What follows belongs to an exercise in optimizing a design on an open flow for small area and a short achievable clock period; a production flow would make more cautious choices.
In this exercise RTL edits were held to simulation tests only and were not proved equivalent to the original.

==> run Y <==
// ntt_butterfly
module ntt_butterfly
#(
    parameter REG_SIZE = 23
)
(
    input  wire                 clk,
    input  wire                 reset_n,
    input  wire                 zeroize,
    input  wire [2:0]           mode,
    input  wire                 accumulate,
    input  wire                 mlkem,
    input  wire  [REG_SIZE-1:0] opu_i,
    input  wire  [REG_SIZE-1:0] opv_i,
    input  wire  [REG_SIZE-1:0] opw_i,
    output logic [REG_SIZE-1:0] u_o,
    output logic [REG_SIZE-1:0] v_o,
    output logic [REG_SIZE-1:0] pwm_res_o,
    output logic [REG_SIZE-1:0] pairwm_mul_red_o
);
Settings: LEC_CHECK=0, CAP_MARGIN=20, CORE_MARGIN=2, CORE_UTILIZATION=65, SETUP_SLACK_MARGIN=5, SLEW_MARGIN=20; clock period 13.0 ns.
run.sh (not shown) runs the stock make flow with config.mk's settings and CLKGATE_MAP_FILE= SYNTH_SCRIPT=/design/flow/synth_recipe.tcl, a recipe that flattens the netlist after the stock synthesis.
==> inputs of run C, as changes to run Y <==
--- a/flow/design.v
+++ b/flow/design.v
@@ -34,20 +34,18 @@
     wire m_pwm = (mode_r == PWM);
     wire m_pwa = (mode_r == PWA);
     wire m_pws = (mode_r == PWS);
     wire [24:0] q1  = mlkem_r ? 25'd3329 : 25'd8380417;
     wire [22:0] hq  = mlkem_r ? 23'd1665 : 23'd4190209;        
     wire [24:0] qn  = mlkem_r ? (25'h1000000 - 25'd3329 + 25'h1000000) : (25'h1000000 - 25'd8380417 + 25'h1000000);
     logic [22:0] c_d, red;
     wire         share = m_ct | m_pwm;
-    wire [22:0]  hu = {1'b0, opu_i[22:1]} + (opu_i[0] ? hq : 23'd0);
-    wire [22:0]  hv = {1'b0, opv_i[22:1]} + (opv_i[0] ? hq : 23'd0);
-    wire [22:0]  ax = share ? c_d : m_gs ? hu : opu_i;
-    wire [22:0]  ay = share ? red : m_gs ? hv : opv_i;
+    wire [22:0]  ax = share ? c_d : opu_i;
+    wire [22:0]  ay = share ? red : opv_i;
     wire [24:0] s_a = {2'b0, ax} + {2'b0, ay};                  
     wire [24:0] s_m = {2'b0, ax} + {2'b0, ay} + qn;             
     wire [24:0] d_a = {2'b0, ax} + {2'b11, ~ay} + 25'd1;        
     wire [24:0] d_p = {2'b0, ax} + {2'b11, ~ay} + 25'd1 + q1;   
     wire [22:0] addm = s_m[24] ? s_a[22:0] : s_m[22:0];        
     wire [22:0] subm = d_a[24] ? d_p[22:0] : d_a[22:0];        
     wire [22:0] a_n = m_ct ? opv_i : m_gs ? subm : opu_i;
     wire [22:0] b_n = (m_ct | m_gs) ? opw_i : opv_i;
@@ -1975,25 +1973,27 @@
     assign cm2_51 = (t_s[25] & t_c[25]) | (t_s[25] & 1'b1) | (t_c[25] & 1'b1);
     assign cm2_52 = t_s[26] ^ t_c[26] ^ 1'b1;
     assign cm2_53 = (t_s[26] & t_c[26]) | (t_s[26] & 1'b1) | (t_c[26] & 1'b1);
     wire [26:0] cm2 = {cm2_52, cm2_50, cm2_48, cm2_46, cm2_44, cm2_42, cm2_40, cm2_38, cm2_36, cm2_34, cm2_32, cm2_30, cm2_28, cm2_26, cm2_24, cm2_22, cm2_20, cm2_18, cm2_16, cm2_14, cm2_12, cm2_10, cm2_8, cm2_6, cm2_4, cm2_2, cm2_0} + {cm2_51, cm2_49, cm2_47, cm2_45, cm2_43, cm2_41, cm2_39, cm2_37, cm2_35, cm2_33, cm2_31, cm2_29, cm2_27, cm2_25, cm2_23, cm2_21, cm2_19, cm2_17, cm2_15, cm2_13, cm2_11, cm2_9, cm2_7, cm2_5, cm2_3, cm2_1, 1'b0};
     wire [26:0] c00 = t_s + t_c;
     assign red = !cm2[26] ? cm2[22:0] :
                  !cm1[26] ? cm1[22:0] :
                  !c00[26] ? c00[22:0] : cp1[22:0];
+    wire [22:0] hc = {1'b0, c_d[22:1]} + (c_d[0] ? hq : 23'd0);
+    wire [22:0] hr = {1'b0, red[22:1]} + (red[0] ? hq : 23'd0);
     logic [22:0] uo_r, vo_r;
     always_ff @(posedge clk or negedge reset_n) begin
         if (!reset_n) begin
             uo_r <= '0; vo_r <= '0;
         end else if (zeroize) begin
             uo_r <= '0; vo_r <= '0;
         end else begin
-            uo_r <= m_gs ? c_d : addm;
-            vo_r <= m_gs ? red : subm;
+            uo_r <= m_gs ? hc : addm;
+            vo_r <= m_gs ? hr : subm;
         end
     end
     wire en_uv   = (mode == CT) || (mode == GS);
     wire en_c    = (mode == PWA) || (mode == PWS);
     wire en_acc  = (mode == PWM) && !mlkem &&  accumulate;
     wire en_red  = (mode == PWM) && !mlkem && !accumulate;
     wire en_pair = (mode == PAIRWM) && mlkem;
     assign u_o              = en_uv ? uo_r : '0;
Settings changed: ABC_AREA set to 1, CORE_UTILIZATION 65 to 40.
==> inputs of run M, as changes to run Y <==
Settings changed: CORE_UTILIZATION 65 to 40.
==> inputs of run A, as changes to run Y <==
--- a/flow/design.v
+++ b/flow/design.v
@@ -34,20 +34,18 @@
     wire m_pwm = (mode_r == PWM);
     wire m_pwa = (mode_r == PWA);
     wire m_pws = (mode_r == PWS);
     wire [24:0] q1  = mlkem_r ? 25'd3329 : 25'd8380417;
     wire [22:0] hq  = mlkem_r ? 23'd1665 : 23'd4190209;        
     wire [24:0] qn  = mlkem_r ? (25'h1000000 - 25'd3329 + 25'h1000000) : (25'h1000000 - 25'd8380417 + 25'h1000000);
     logic [22:0] c_d, red;
     wire         share = m_ct | m_pwm;
-    wire [22:0]  hu = {1'b0, opu_i[22:1]} + (opu_i[0] ? hq : 23'd0);
-    wire [22:0]  hv = {1'b0, opv_i[22:1]} + (opv_i[0] ? hq : 23'd0);
-    wire [22:0]  ax = share ? c_d : m_gs ? hu : opu_i;
-    wire [22:0]  ay = share ? red : m_gs ? hv : opv_i;
+    wire [22:0]  ax = share ? c_d : opu_i;
+    wire [22:0]  ay = share ? red : opv_i;
     wire [24:0] s_a = {2'b0, ax} + {2'b0, ay};                  
     wire [24:0] s_m = {2'b0, ax} + {2'b0, ay} + qn;             
     wire [24:0] d_a = {2'b0, ax} + {2'b11, ~ay} + 25'd1;        
     wire [24:0] d_p = {2'b0, ax} + {2'b11, ~ay} + 25'd1 + q1;   
     wire [22:0] addm = s_m[24] ? s_a[22:0] : s_m[22:0];        
     wire [22:0] subm = d_a[24] ? d_p[22:0] : d_a[22:0];        
     wire [22:0] a_n = m_ct ? opv_i : m_gs ? subm : opu_i;
     wire [22:0] b_n = (m_ct | m_gs) ? opw_i : opv_i;
@@ -1975,25 +1973,27 @@
     assign cm2_51 = (t_s[25] & t_c[25]) | (t_s[25] & 1'b1) | (t_c[25] & 1'b1);
     assign cm2_52 = t_s[26] ^ t_c[26] ^ 1'b1;
     assign cm2_53 = (t_s[26] & t_c[26]) | (t_s[26] & 1'b1) | (t_c[26] & 1'b1);
     wire [26:0] cm2 = {cm2_52, cm2_50, cm2_48, cm2_46, cm2_44, cm2_42, cm2_40, cm2_38, cm2_36, cm2_34, cm2_32, cm2_30, cm2_28, cm2_26, cm2_24, cm2_22, cm2_20, cm2_18, cm2_16, cm2_14, cm2_12, cm2_10, cm2_8, cm2_6, cm2_4, cm2_2, cm2_0} + {cm2_51, cm2_49, cm2_47, cm2_45, cm2_43, cm2_41, cm2_39, cm2_37, cm2_35, cm2_33, cm2_31, cm2_29, cm2_27, cm2_25, cm2_23, cm2_21, cm2_19, cm2_17, cm2_15, cm2_13, cm2_11, cm2_9, cm2_7, cm2_5, cm2_3, cm2_1, 1'b0};
     wire [26:0] c00 = t_s + t_c;
     assign red = !cm2[26] ? cm2[22:0] :
                  !cm1[26] ? cm1[22:0] :
                  !c00[26] ? c00[22:0] : cp1[22:0];
+    wire [22:0] hc = {1'b0, c_d[22:1]} + (c_d[0] ? hq : 23'd0);
+    wire [22:0] hr = {1'b0, red[22:1]} + (red[0] ? hq : 23'd0);
     logic [22:0] uo_r, vo_r;
     always_ff @(posedge clk or negedge reset_n) begin
         if (!reset_n) begin
             uo_r <= '0; vo_r <= '0;
         end else if (zeroize) begin
             uo_r <= '0; vo_r <= '0;
         end else begin
-            uo_r <= m_gs ? c_d : addm;
-            vo_r <= m_gs ? red : subm;
+            uo_r <= m_gs ? hc : addm;
+            vo_r <= m_gs ? hr : subm;
         end
     end
     wire en_uv   = (mode == CT) || (mode == GS);
     wire en_c    = (mode == PWA) || (mode == PWS);
     wire en_acc  = (mode == PWM) && !mlkem &&  accumulate;
     wire en_red  = (mode == PWM) && !mlkem && !accumulate;
     wire en_pair = (mode == PAIRWM) && mlkem;
     assign u_o              = en_uv ? uo_r : '0;
Settings changed: CORE_UTILIZATION 65 to 40.
==> comparison table <==
                                                                                     run C                          run A                    run M                    run Y
Portion of the layout cell area used by non-clock buffers                          0.06967                        0.09616                  0.09099                  0.09301
Critical path destination                                                          t_s[20]                         c_r[7]                   c_r[9]                   c_r[5]
Post-synthesis to final-layout area growth                                          13.76%                         22.26%                   22.34%                   20.11%
Fraction of synthesized cell area taken by the top area cell type                   0.1587                         0.1666                   0.1655                   0.1655
Worst Path Class, Setup                                                       flop to flop                   flop to flop        input pin to flop        input pin to flop
Detailed-routed wire length on met3                                          16250 microns                  14600 microns            14040 microns            22450 microns
Detail Placement HPWL                                                       136800 microns                 108200 microns           114700 microns           108300 microns
Bufs w/o clock                                                                         341                            466                      461                      463
Filler Cells Inserted                                                                10290                           8979                     9100                     3968
Worst slew margin                                                                   0.1948                       -0.01738                   0.2371                   0.2101
Outcome                                                            complete, no violations       finished with violations  complete, no violations  complete, no violations
Reasons for failing layout checks                                                        -  capacitance limit, slew limit                        -                        -
Sequential share of cell area                                                       0.1142                         0.1112                   0.1108                   0.1124

-- separate check: timing with driven ports --
In the flow no input, the clock included, has a driving cell. The finished layouts below were timed again as built, in two steps. Step 1: set_driving_cell puts a clkbuf_16 on clk and a buf_2 on each other input, an assumption about the parent block. Step 2, shift: input delay + t, output delay - t, t = (earliest + latest rising clock arrival at the registers) / 2. This alone moves slack from input paths to output paths. Slacks: no drivers / after step 1 / after step 2; pairs: no drivers / after step 1.
run | shift t [ns] | setup WS [ns] | hold WS [ns]
run Y | 0.617 | 4.734 / 4.749 / 4.139 | 0.492 / 0.492 / 0.492
run C | 0.650 | 5.177 / 5.135 / 5.177 | 0.483 / 0.483 / 0.483
run M | 0.677 | 4.832 / 4.843 / 4.165 | 0.489 / 0.489 / 0.489
run A | 0.647 | 4.750 / 4.750 / 4.520 | 0.487 / 0.487 / 0.487
For run M, which loses most, drivers alone change the setup slack by +0.011 ns; drivers and shift together by -0.667 ns.
